Context: an optimization exercise on an open-source flow, tuned for small area. The choices shown serve that exercise and are no tape-out recipe.
Where RTL was checked, it was by simulation tests only, not by an equivalence proof against the original.
Power is estimated from default activity; no workload was simulated.

==> module ethsend, before the edit <==
module ethsend(
   input             clk,
   input             clr,
   input             txena,       
   output            txdone,      
   output            txen,        
   output reg [7:0]  dataout,     
   input      [15:0] txbdata,     
   output     [9:0]  txbaddr,     
   input      [10:0] txcntb,      
   input             skipb        
);
localparam IDLE     = 3'd0;
localparam SENDPRE  = 3'd1;
localparam SENDDATA = 3'd2;
localparam SENDCRC  = 3'd3;
localparam TXDELAY  = 3'd4;
localparam WAITDONE = 3'd5;
reg  [2:0]  st;
reg  [10:0] i;              
reg  [10:0] p;              
reg  [15:0] bufdat;         
reg  [31:0] crc;
wire s_pre  = (st == SENDPRE);
wire s_data = (st == SENDDATA);
wire pre7   = s_pre & (i[2:0] == 3'd7);
wire last   = (i == 11'h7FF);
assign txbaddr = p[10:1];
assign txdone  = (st == WAITDONE);
assign txen    = (s_pre & (i[2:0] != 3'd0)) | s_data | (st == SENDCRC) |
                 ((st == TXDELAY) & ~i[3] & ~i[4] & (i[2:0] == 3'd4));
wire [7:0]  dbyte = p[0] ? bufdat[15:8] : bufdat[7:0];
wire [1:0]  u = i[1:0];
wire [7:0]  tpre = {u == 2'd1 | u == 2'd3, u == 2'd0, 1'b0, u == 2'd3,
                    u[1], u == 2'd0, u[0] ~^ u[1], u != 2'd0};
wire [7:0]  t = s_data ? (crc[31:24] ^
                {dbyte[0], dbyte[1], dbyte[2], dbyte[3], dbyte[4], dbyte[5], dbyte[6], dbyte[7]}) :
                s_pre ? tpre : 8'h00;
wire [31:0] crc_nxt;
crc_n crc_tx(.q(crc), .t(t), .nxt(crc_nxt));
always @(posedge clk) begin
   crc <= crc_nxt;
   dataout <= s_pre  ? {pre7, 7'h55} :
              s_data ? dbyte :
              ~{crc[24], crc[25], crc[26], crc[27], crc[28], crc[29], crc[30], crc[31]};
   if (pre7 | (s_data & p[0] & ~last)) bufdat <= txbdata;
   if (st == IDLE)
      i <= 11'd0;
   else if (pre7)
      i <= txcntb;
   else if (s_data & last)
      i <= 11'd0;
   else
      i <= i + 1'b1;
   if (st == IDLE)
      p <= {9'd0, skipb, skipb};
   else if (s_pre)
      p <= {8'd0, pre7 & p[1], p[1] ^ pre7, p[0]};    
   else
      p <= p + 1'b1;
   if (clr)
      st <= IDLE;
   else case (st)
      IDLE:     if (txena) st <= SENDPRE;
      SENDPRE:  if (pre7) st <= SENDDATA;
      SENDDATA: if (last) st <= SENDCRC;
      SENDCRC:  if (i[1:0] == 2'd3) st <= TXDELAY;
      TXDELAY:  if (i[4]) st <= WAITDONE;
      WAITDONE: if (~txena) st <= IDLE;
      default:  st <= IDLE;
   endcase
end
endmodule
clock: 8.0 ns
lec_check: 0
cap_margin: 20
core_margin: 2
core_utilization: 40
slew_margin: 20
standard.sh (not shown) runs the stock make flow with config.mk's settings and CLKGATE_MAP_FILE= SYNTH_SCRIPT=/design/flow/synth_recipe.tcl, a recipe that flattens the netlist after the stock synthesis.
==> flow/flow/run.sh <==
#!/bin/bash
# Standard ORFS layout (the standard.sh) with three changes:
#  - synthesis maps logic with the best of several area-oriented ABC
#    scripts (flow/synth.tcl);
#  - the port buffers that global placement inserts are the smallest buffer;
#  - clock tree synthesis uses clkbuf_8 and no dummy loads.
set -euo pipefail
here=$(pwd)
export BUFFER_PORTS_ARGS="-buffer_cell sky130_fd_sc_hd__buf_1"
export CTS_ARGS="-sink_clustering_enable -repair_clock_nets -buf_list sky130_fd_sc_hd__clkbuf_8 -dont_use_dummy_load"
bash standard.sh SYNTH_SCRIPT="$here/flow/synth.tcl" finish > standard_flow.log 2>&1
Other scripts of this flow, unchanged in this note and not shown: flow/flow/abc_a11.script, flow/flow/abc_a13.script, flow/flow/abc_b6.script, flow/flow/abc_b7.script, flow/flow/abc_c1.script, flow/flow/abc_c3.script, flow/flow/abc_c4.script, flow/flow/abc_e1.script, flow/flow/abc_e2.script, flow/flow/abc_e5.script, flow/flow/abc_e6.script, flow/flow/synth.tcl
Then changed:
--- a/flow/design.v
+++ b/flow/design.v
@@ -59,7 +59,7 @@
 reg  [2:0]  st;
 reg  [10:0] i;              
 reg  [10:0] p;              
-reg  [15:0] bufdat;         
+reg  [7:0]  blo, bhi;       
 reg  [31:0] crc;
 wire s_pre  = (st == SENDPRE);
 wire s_data = (st == SENDDATA);
@@ -69,7 +69,8 @@
 assign txdone  = (st == WAITDONE);
 assign txen    = (s_pre & (i[2:0] != 3'd0)) | s_data | (st == SENDCRC) |
                  ((st == TXDELAY) & ~i[3] & ~i[4] & (i[2:0] == 3'd4));
-wire [7:0]  dbyte = p[0] ? bufdat[15:8] : bufdat[7:0];
+wire        sample = pre7 | (s_data & p[0] & ~last);
+wire [7:0]  dbyte  = blo;
 wire [1:0]  u = i[1:0];
 wire [7:0]  tpre = {u == 2'd1 | u == 2'd3, u == 2'd0, 1'b0, u == 2'd3,
                     u[1], u == 2'd0, u[0] ~^ u[1], u != 2'd0};
@@ -83,7 +84,8 @@
    dataout <= s_pre  ? {pre7, 7'h55} :
               s_data ? dbyte :
               ~{crc[24], crc[25], crc[26], crc[27], crc[28], crc[29], crc[30], crc[31]};
-   if (pre7 | (s_data & p[0] & ~last)) bufdat <= txbdata;
+   bhi <= txbdata[15:8];
+   blo <= ~sample ? bhi : (pre7 & p[0]) ? txbdata[15:8] : txbdata[7:0];
    if (st == IDLE)
       i <= 11'd0;
    else if (pre7)
What happened: The new run completed with no timing, DRC or antenna violations. Power is lower by 2.2%. Count of clock-buffer cells in the layout does not change. Synthesized area is lower by 1.2%. Maximum frequency is higher by 3.4%. Setup slack gets better by 0.14 ns. First-iteration DRC count is lower by 7.3%. Sequential share of layout area is lower by 1.2 points. Via count is higher by 1.5%. Clock power is about the same.

Another version of the RTL of delqa_ethmac (not shown whole).
For scale: ~200 flip-flops, ~8200 um2 of cells after synthesis.
==> module ethsend, before the edit <==
module ethsend(
   input             clk,
   input             clr,
   input             txena,       
   output            txdone,      
   output            txen,        
   output reg [7:0]  dataout,     
   input      [15:0] txbdata,     
   output     [9:0]  txbaddr,     
   input      [10:0] txcntb,      
   input             skipb        
);
localparam IDLE     = 3'd0;
localparam SENDPRE  = 3'd1;
localparam SENDDATA = 3'd2;
localparam SENDTAIL = 3'd3;    
localparam WAITDONE = 3'd4;
reg  [2:0]  st;
reg  [10:0] i;              
reg  [10:0] p;              
reg  [7:0]  blo, bhi;       
reg  [31:0] crc;
wire s_pre  = (st == SENDPRE);
wire s_data = (st == SENDDATA);
wire pre7   = s_pre & (i[2:0] == 3'd7);
wire last   = (i == 11'h7FF);
assign txbaddr = p[10:1];
assign txdone  = (st == WAITDONE);
assign txen    = (s_pre & (i[2:0] != 3'd0)) | s_data |
                 ((st == SENDTAIL) & ~i[4] & ~i[3] & (~i[2] | (i[1:0] == 2'd0)));
wire        sample = pre7 | (s_data & p[0] & ~last);
wire [7:0]  dbyte  = blo;
wire [1:0]  u = i[1:0];
wire [7:0]  tpre = {u == 2'd1 | u == 2'd3, u == 2'd0, 1'b0, u == 2'd3,
                    u[1], u == 2'd0, u[0] ~^ u[1], u != 2'd0};
wire [7:0]  t = s_data ? (crc[31:24] ^
                {dbyte[0], dbyte[1], dbyte[2], dbyte[3], dbyte[4], dbyte[5], dbyte[6], dbyte[7]}) :
                s_pre ? tpre : 8'h00;
wire [31:0] crc_nxt;
crc_n crc_tx(.q(crc), .t(t), .nxt(crc_nxt));
always @(posedge clk) begin
   crc <= crc_nxt;
   dataout <= s_pre  ? {pre7, 7'h55} :
              s_data ? dbyte :
              ~{crc[24], crc[25], crc[26], crc[27], crc[28], crc[29], crc[30], crc[31]};
   bhi <= txbdata[15:8];
   blo <= ~sample ? bhi : (pre7 & p[0]) ? txbdata[15:8] : txbdata[7:0];
   if (st == IDLE)
      i <= 11'd0;
   else if (pre7)
      i <= txcntb;
   else if (s_data & last)
      i <= 11'd0;
   else
      i <= i + 1'b1;
   if (st == IDLE)
      p <= {9'd0, skipb, skipb};
   else if (s_pre)
      p <= {8'd0, pre7 & p[1], p[1] ^ pre7, p[0]};    
   else
      p <= p + 1'b1;
   if (clr)
      st <= IDLE;
   else case (st)
      IDLE:     if (txena) st <= SENDPRE;
      SENDPRE:  if (pre7) st <= SENDDATA;
      SENDDATA: if (last) st <= SENDTAIL;
      SENDTAIL: if (i[4]) st <= WAITDONE;
      WAITDONE: if (~txena) st <= IDLE;
      default:  st <= IDLE;
   endcase
end
endmodule
==> module ethreceive, before the edit <==
module ethreceive(
   input             clk,
   input             clr,
   input             rxena,
   input      [7:0]  datain,
   input             rxdv,
   input             rxer,
   input             rxdone,
   output     [10:0] rxcntb,
   output     [9:0]  rxbaddr,
   output     [15:0] rxbdata,
   output            rxwrn,
   output            rxrdy,
   output reg        err_gen,
   output reg        err_crc,
   output     [47:0] mac_data,
   output reg        mac_rdy,
   input             cmp_done,
   input             cmp_res,
   output reg [1:0]  sfrtyp
);
localparam IDLE    = 3'd0;
localparam SIX_55  = 3'd1;
localparam SPD_D5  = 3'd2;
localparam RX_DATA = 3'd3;
localparam RX_LAST = 3'd4;
localparam RX_CRC  = 3'd5;
localparam CHK_MAC = 3'd6;
localparam FINISH  = 3'd7;
reg  [2:0]  st;
reg  [10:0] n;
reg  [47:0] recmac;
reg  [7:0]  hi, lo;
reg  [31:0] crc;
reg         wr;         
wire s_data = (st == RX_DATA);
wire s_last = (st == RX_LAST);
wire byte_ok = s_data & rxdv & ~rxer;
wire n3 = (n == 11'd3);
assign mac_data = recmac;
assign rxwrn    = wr & (st != FINISH);
assign rxrdy    = wr & (st == FINISH);
assign rxbaddr  = n[10:1];
assign rxcntb   = {n[10:1] - 1'b1, n[0]};
assign rxbdata  = {hi & {8{~s_last}}, lo};
wire [1:0]  u = n[1:0];
wire [7:0]  tpre = {u == 2'd2 | u == 2'd0, u == 2'd1, 1'b0, u == 2'd0,
                    u == 2'd3 | u == 2'd0, u == 2'd1, u == 2'd1 | u == 2'd0, u != 2'd1};
wire [7:0]  t = s_data ? (crc[31:24] ^ {datain[0], datain[1], datain[2], datain[3],
                                        datain[4], datain[5], datain[6], datain[7]}) : tpre;
wire [31:0] crc_nxt;
crc_n crc_rx(.q(crc), .t(t), .nxt(crc_nxt));
always @(posedge clk) begin
   crc <= crc_nxt;
   if (~mac_rdy) recmac <= {datain, recmac[47:8]};
   if (byte_ok & ~n[0]) lo <= datain;
   if (byte_ok & n[0]) hi <= datain;
   else if (s_data & ~rxdv & ~rxer) hi[7] <= (crc != 32'hC704DD7B);
   else if (st == RX_CRC) hi[6:0] <= 7'h7F;
   else if (st == CHK_MAC) hi[6:0] <= {hi[5:0], hi[6] ^ hi[5]};
   case (st)
      IDLE, SPD_D5: n <= 11'h7FE;
      SIX_55:  n <= n + 1'b1;
      RX_DATA: if (byte_ok) n <= n + 1'b1;
      default: ;
   endcase
   if (clr) begin
      st <= IDLE;
      err_gen <= 1'b0;
      err_crc <= 1'b0;
      wr <= 1'b0;
      mac_rdy <= 1'b0;
      sfrtyp <= 2'b00;
   end
   else begin
      case (st)
         IDLE: begin
            wr <= 1'b0;
            mac_rdy <= 1'b0;
            sfrtyp <= 2'b00;
            if (rxdv & rxena & (datain == 8'h55)) begin
               err_gen <= 1'b0;
               err_crc <= 1'b0;
               st <= SIX_55;
            end
         end
         SIX_55: begin
            if (~rxer & rxdv & (datain == 8'h55)) begin
               if (n3) st <= SPD_D5;
            end
            else begin
               err_gen <= 1'b1;
               st <= IDLE;
            end
         end
         SPD_D5: begin
            if (~rxer & rxdv & (datain == 8'hD5))
               st <= RX_DATA;
            else begin
               err_gen <= 1'b1;
               st <= IDLE;
            end
         end
         RX_DATA: begin
            if (wr & (n[10:1] == 10'd6)) begin
               if ({hi, lo} == 16'o0220) sfrtyp <= 2'b01;
               if ({hi, lo} == 16'o1140) sfrtyp <= 2'b10;
            end
            if (rxer) begin
               err_gen <= 1'b1;
               st <= IDLE;
            end
            else if (rxdv) begin
               if (n3) mac_rdy <= 1'b1;
               wr <= n[0];
            end
            else begin
               wr <= 1'b0;
               st <= RX_LAST;
            end
         end
         RX_LAST: begin
            if (n[0] & ~wr)
               wr <= 1'b1;
            else begin
               wr <= 1'b0;
               st <= RX_CRC;
            end
         end
         RX_CRC: begin
            if (hi[7]) err_crc <= 1'b1;
            st <= CHK_MAC;
         end
         CHK_MAC: begin
            if (cmp_done)
               st <= cmp_res ? FINISH : IDLE;
            else if (hi[6:0] == 7'h07)
               st <= IDLE;
         end
         FINISH: begin
            if (rxdone) begin
               wr <= 1'b0;
               st <= IDLE;
            end
            else wr <= 1'b1;
         end
      endcase
   end
end
endmodule
==> flow/config.mk <==
export PLATFORM = sky130hd
export DESIGN_NAME = delqa_ethmac
export DESIGN_NICKNAME = delqa_ethmac
export VERILOG_FILES = /design/flow/design.v
export SDC_FILE = /design/flow/constraint.sdc
export NUM_CORES = 4
export LEC_CHECK = 0
export CAP_MARGIN = 20
export CORE_MARGIN = 2
export CORE_UTILIZATION = 40
export SLEW_MARGIN = 20
==> flow/constraint.sdc <==
create_clock -name core_clock -period 8.0 [get_ports {clk}]
set_input_delay 1.6000 -clock core_clock [delete_from_list [all_inputs] [get_ports {clk}]]
set_output_delay 1.6000 -clock core_clock [all_outputs]
set_load 0.01 [all_outputs]
==> flow/flow/abc_e6.script <==
strash
&get -n
&st
&syn2
&dch -f
&nf -R 1000
&put
strash
&get -n
&st
&syn3
&dch -f
&nf -R 1000
&put
strash
&get -n
&st
&dch -f
&nf -R 1000
&put
topo
==> flow/flow/abc_f1.script <==
strash
&get -n
&st
&syn2
&dch -f
&nf -R 1000
&put
strash
&get -n
&st
&deepsyn -T 20
&dch -f
&nf -R 1000
&put
topo
==> flow/flow/abc_h1.script <==
strash
&get -n
&st
&syn2
&dch -f
&nf -R 1000
&put
strash
&get -n
&st
&deepsyn -T 20 -S 1
&dch -f
&nf -R 1000
&put
topo
==> flow/flow/abc_h2.script <==
strash
&get -n
&st
&syn2
&dch -f
&nf -R 1000
&put
strash
&get -n
&st
&deepsyn -T 20 -S 2
&dch -f
&nf -R 1000
&put
topo
==> flow/flow/abc_k2.script <==
strash
&get -n
&st
&deepsyn -T 30 -S 2
&syn2
&dch -f
&nf -R 1000
&put
strash
&get -n
&st
&deepsyn -T 30 -S 5
&dch -f
&nf -R 1000
&put
topo
==> flow/flow/abc_k3.script <==
strash
&get -n
&st
&syn2
&dch -f
&nf -R 1000
&put
strash
&get -n
&st
&deepsyn -T 20 -S 2
&dch -f
&nf -R 1000
&put
strash
&get -n
&st
&dch -f
&nf -R 1000
&put
topo
==> flow/flow/synth.tcl <==
# The standard flow's synthesis script (synth_recipe.tcl in the work folder), with one
# change: Yosys's abc step maps the logic with each of the area-oriented ABC
# scripts flow/abc_*.script in turn and keeps the mapping with the smallest
# cell area, instead of using ORFS's speed script. Registers are mapped
# before abc, so they are the same as in the standard synthesis.
set flow_dir [file dirname [file normalize [info script]]]
proc abc {args} {
  global flow_dir
  set i [lsearch -exact $args -script]
  set best ""
  set best_area 1e18
  yosys design -save pre_abc
  foreach s [lsort [glob [file join $flow_dir abc_*.script]]] {
    yosys design -load pre_abc
    lset args [expr {$i + 1}] $s
    yosys abc {*}$args
    set f $::env(OBJECTS_DIR)/abc_try_stat.txt
    yosys tee -q -o $f stat -liberty [lindex $::env(LIB_FILES) 0]
    set fp [open $f r]
    set txt [read $fp]
    close $fp
    regexp {Chip area for module '[^']*': ([0-9.]+)} $txt -> area
    puts "ABC script [file tail $s]: area $area"
    if {$area < $best_area} {
      set best_area $area
      set best $s
      yosys design -save best_abc
    }
  }
  yosys design -load best_abc
  puts "ABC script kept: [file tail $best], area $best_area"
}
source [file join [file dirname $flow_dir] synth_recipe.tcl]
Scripts as last shown in full above: flow/flow/run.sh
The first run went through all stages and came out clean.
Rerun with:
--- a/flow/design.v
+++ b/flow/design.v
@@ -52,10 +52,11 @@
 );
 localparam IDLE     = 3'd0;
 localparam SENDPRE  = 3'd1;
 localparam SENDDATA = 3'd2;
-localparam SENDTAIL = 3'd3;    
-localparam WAITDONE = 3'd4;
+localparam SENDCRC  = 3'd3;
+localparam TXDELAY  = 3'd4;
+localparam WAITDONE = 3'd5;
 reg  [2:0]  st;
 reg  [10:0] i;              
 reg  [10:0] p;              
 reg  [7:0]  blo, bhi;       
@@ -65,10 +66,10 @@
 wire pre7   = s_pre & (i[2:0] == 3'd7);
 wire last   = (i == 11'h7FF);
 assign txbaddr = p[10:1];
 assign txdone  = (st == WAITDONE);
-assign txen    = (s_pre & (i[2:0] != 3'd0)) | s_data |
-                 ((st == SENDTAIL) & ~i[4] & ~i[3] & (~i[2] | (i[1:0] == 2'd0)));
+assign txen    = (s_pre & (i[2:0] != 3'd0)) | s_data | (st == SENDCRC) |
+                 ((st == TXDELAY) & ~i[3] & ~i[4] & (i[2:0] == 3'd4));
 wire        sample = pre7 | (s_data & p[0] & ~last);
 wire [7:0]  dbyte  = blo;
 wire [1:0]  u = i[1:0];
 wire [7:0]  tpre = {u == 2'd1 | u == 2'd3, u == 2'd0, 1'b0, u == 2'd3,
@@ -103,10 +104,11 @@
       st <= IDLE;
    else case (st)
       IDLE:     if (txena) st <= SENDPRE;
       SENDPRE:  if (pre7) st <= SENDDATA;
-      SENDDATA: if (last) st <= SENDTAIL;
-      SENDTAIL: if (i[4]) st <= WAITDONE;
+      SENDDATA: if (last) st <= SENDCRC;
+      SENDCRC:  if (i[1:0] == 2'd3) st <= TXDELAY;
+      TXDELAY:  if (i[4]) st <= WAITDONE;
       WAITDONE: if (~txena) st <= IDLE;
       default:  st <= IDLE;
    endcase
 end
@@ -121,10 +123,10 @@
    input             rxdone,
    output     [10:0] rxcntb,
    output     [9:0]  rxbaddr,
    output     [15:0] rxbdata,
-   output            rxwrn,
-   output            rxrdy,
+   output reg        rxwrn,
+   output reg        rxrdy,
    output reg        err_gen,
    output reg        err_crc,
    output     [47:0] mac_data,
    output reg        mac_rdy,
@@ -144,16 +146,13 @@
 reg  [10:0] n;
 reg  [47:0] recmac;
 reg  [7:0]  hi, lo;
 reg  [31:0] crc;
-reg         wr;         
 wire s_data = (st == RX_DATA);
 wire s_last = (st == RX_LAST);
 wire byte_ok = s_data & rxdv & ~rxer;
 wire n3 = (n == 11'd3);
 assign mac_data = recmac;
-assign rxwrn    = wr & (st != FINISH);
-assign rxrdy    = wr & (st == FINISH);
 assign rxbaddr  = n[10:1];
 assign rxcntb   = {n[10:1] - 1'b1, n[0]};
 assign rxbdata  = {hi & {8{~s_last}}, lo};
 wire [1:0]  u = n[1:0];
@@ -178,18 +177,19 @@
       default: ;
    endcase
    if (clr) begin
       st <= IDLE;
+      rxrdy <= 1'b0;
       err_gen <= 1'b0;
       err_crc <= 1'b0;
-      wr <= 1'b0;
+      rxwrn <= 1'b0;
       mac_rdy <= 1'b0;
       sfrtyp <= 2'b00;
    end
    else begin
       case (st)
          IDLE: begin
-            wr <= 1'b0;
+            rxwrn <= 1'b0;
             mac_rdy <= 1'b0;
             sfrtyp <= 2'b00;
             if (rxdv & rxena & (datain == 8'h55)) begin
                err_gen <= 1'b0;
@@ -214,9 +214,9 @@
                st <= IDLE;
             end
          end
          RX_DATA: begin
-            if (wr & (n[10:1] == 10'd6)) begin
+            if (rxwrn & (n[10:1] == 10'd6)) begin
                if ({hi, lo} == 16'o0220) sfrtyp <= 2'b01;
                if ({hi, lo} == 16'o1140) sfrtyp <= 2'b10;
             end
             if (rxer) begin
@@ -224,20 +224,20 @@
                st <= IDLE;
             end
             else if (rxdv) begin
                if (n3) mac_rdy <= 1'b1;
-               wr <= n[0];
+               rxwrn <= n[0];
             end
             else begin
-               wr <= 1'b0;
+               rxwrn <= 1'b0;
                st <= RX_LAST;
             end
          end
          RX_LAST: begin
-            if (n[0] & ~wr)
-               wr <= 1'b1;
+            if (n[0] & ~rxwrn)
+               rxwrn <= 1'b1;
             else begin
-               wr <= 1'b0;
+               rxwrn <= 1'b0;
                st <= RX_CRC;
             end
          end
          RX_CRC: begin
@@ -251,12 +251,12 @@
                st <= IDLE;
          end
          FINISH: begin
             if (rxdone) begin
-               wr <= 1'b0;
+               rxrdy <= 1'b0;
                st <= IDLE;
             end
-            else wr <= 1'b1;
+            else rxrdy <= 1'b1;
          end
       endcase
    end
 end
Effect: Total power decreases by a little under a tenth. Worst hold slack gains 14 ps. Via count is higher by a few percent. Utilization goes up by 0.18 points. Fmax increases by a few percent. Critical path depth rose by 1. Non-clock buffer count drops by 1. Synthesized area grows slightly. Worst setup slack gets better by 230 ps. Register-to-register slack gets better by 280 ps. Count of clock-buffer cells in the layout does not change. Wire length goes up by a few percent. Design area increases slightly.
No functional check of the RTL was part of the second run of this note.

-- port drivers added, routing unchanged --
How much do the figures lean on ideal ports? The routed layouts below were timed once more, with nothing changed but the port constraints.
Step 1 sets driving cells, clkbuf_16 on the clock port and buf_2 on the other inputs (assumed; they add their load-dependent delay and slew).
Step 2 adds t to the input delays and takes it off the output delays; t is the mean of the earliest and latest rising clock arrival at the registers after step 1. Input paths then give back, and output paths get back, about the clock's delay inside the block.
Three values: no drivers, after step 1, after step 2; two values: the first two.
run | t, ns | slack for setup (ns) | worst hold slack (ns)
the first run of note 1 | 0.489 | 3.855 / 3.832 / 3.343 | 0.418 / 0.418 / 0.418
the second run of note 1 | 0.485 | 3.991 / 3.944 / 3.495 | 0.431 / 0.431 / 0.431
the first run of note 2 | 0.478 | 3.446 / 3.409 / 3.441 | 0.415 / 0.415 / 0.415
the second run of note 2 | 0.491 | 3.678 / 3.671 / 3.180 | 0.429 / 0.429 / 0.429
After both steps every run listed still meets setup and hold. For the first run of note 1, which loses most, drivers alone change the setup slack by -0.023 ns; drivers and shift together by -0.512 ns.
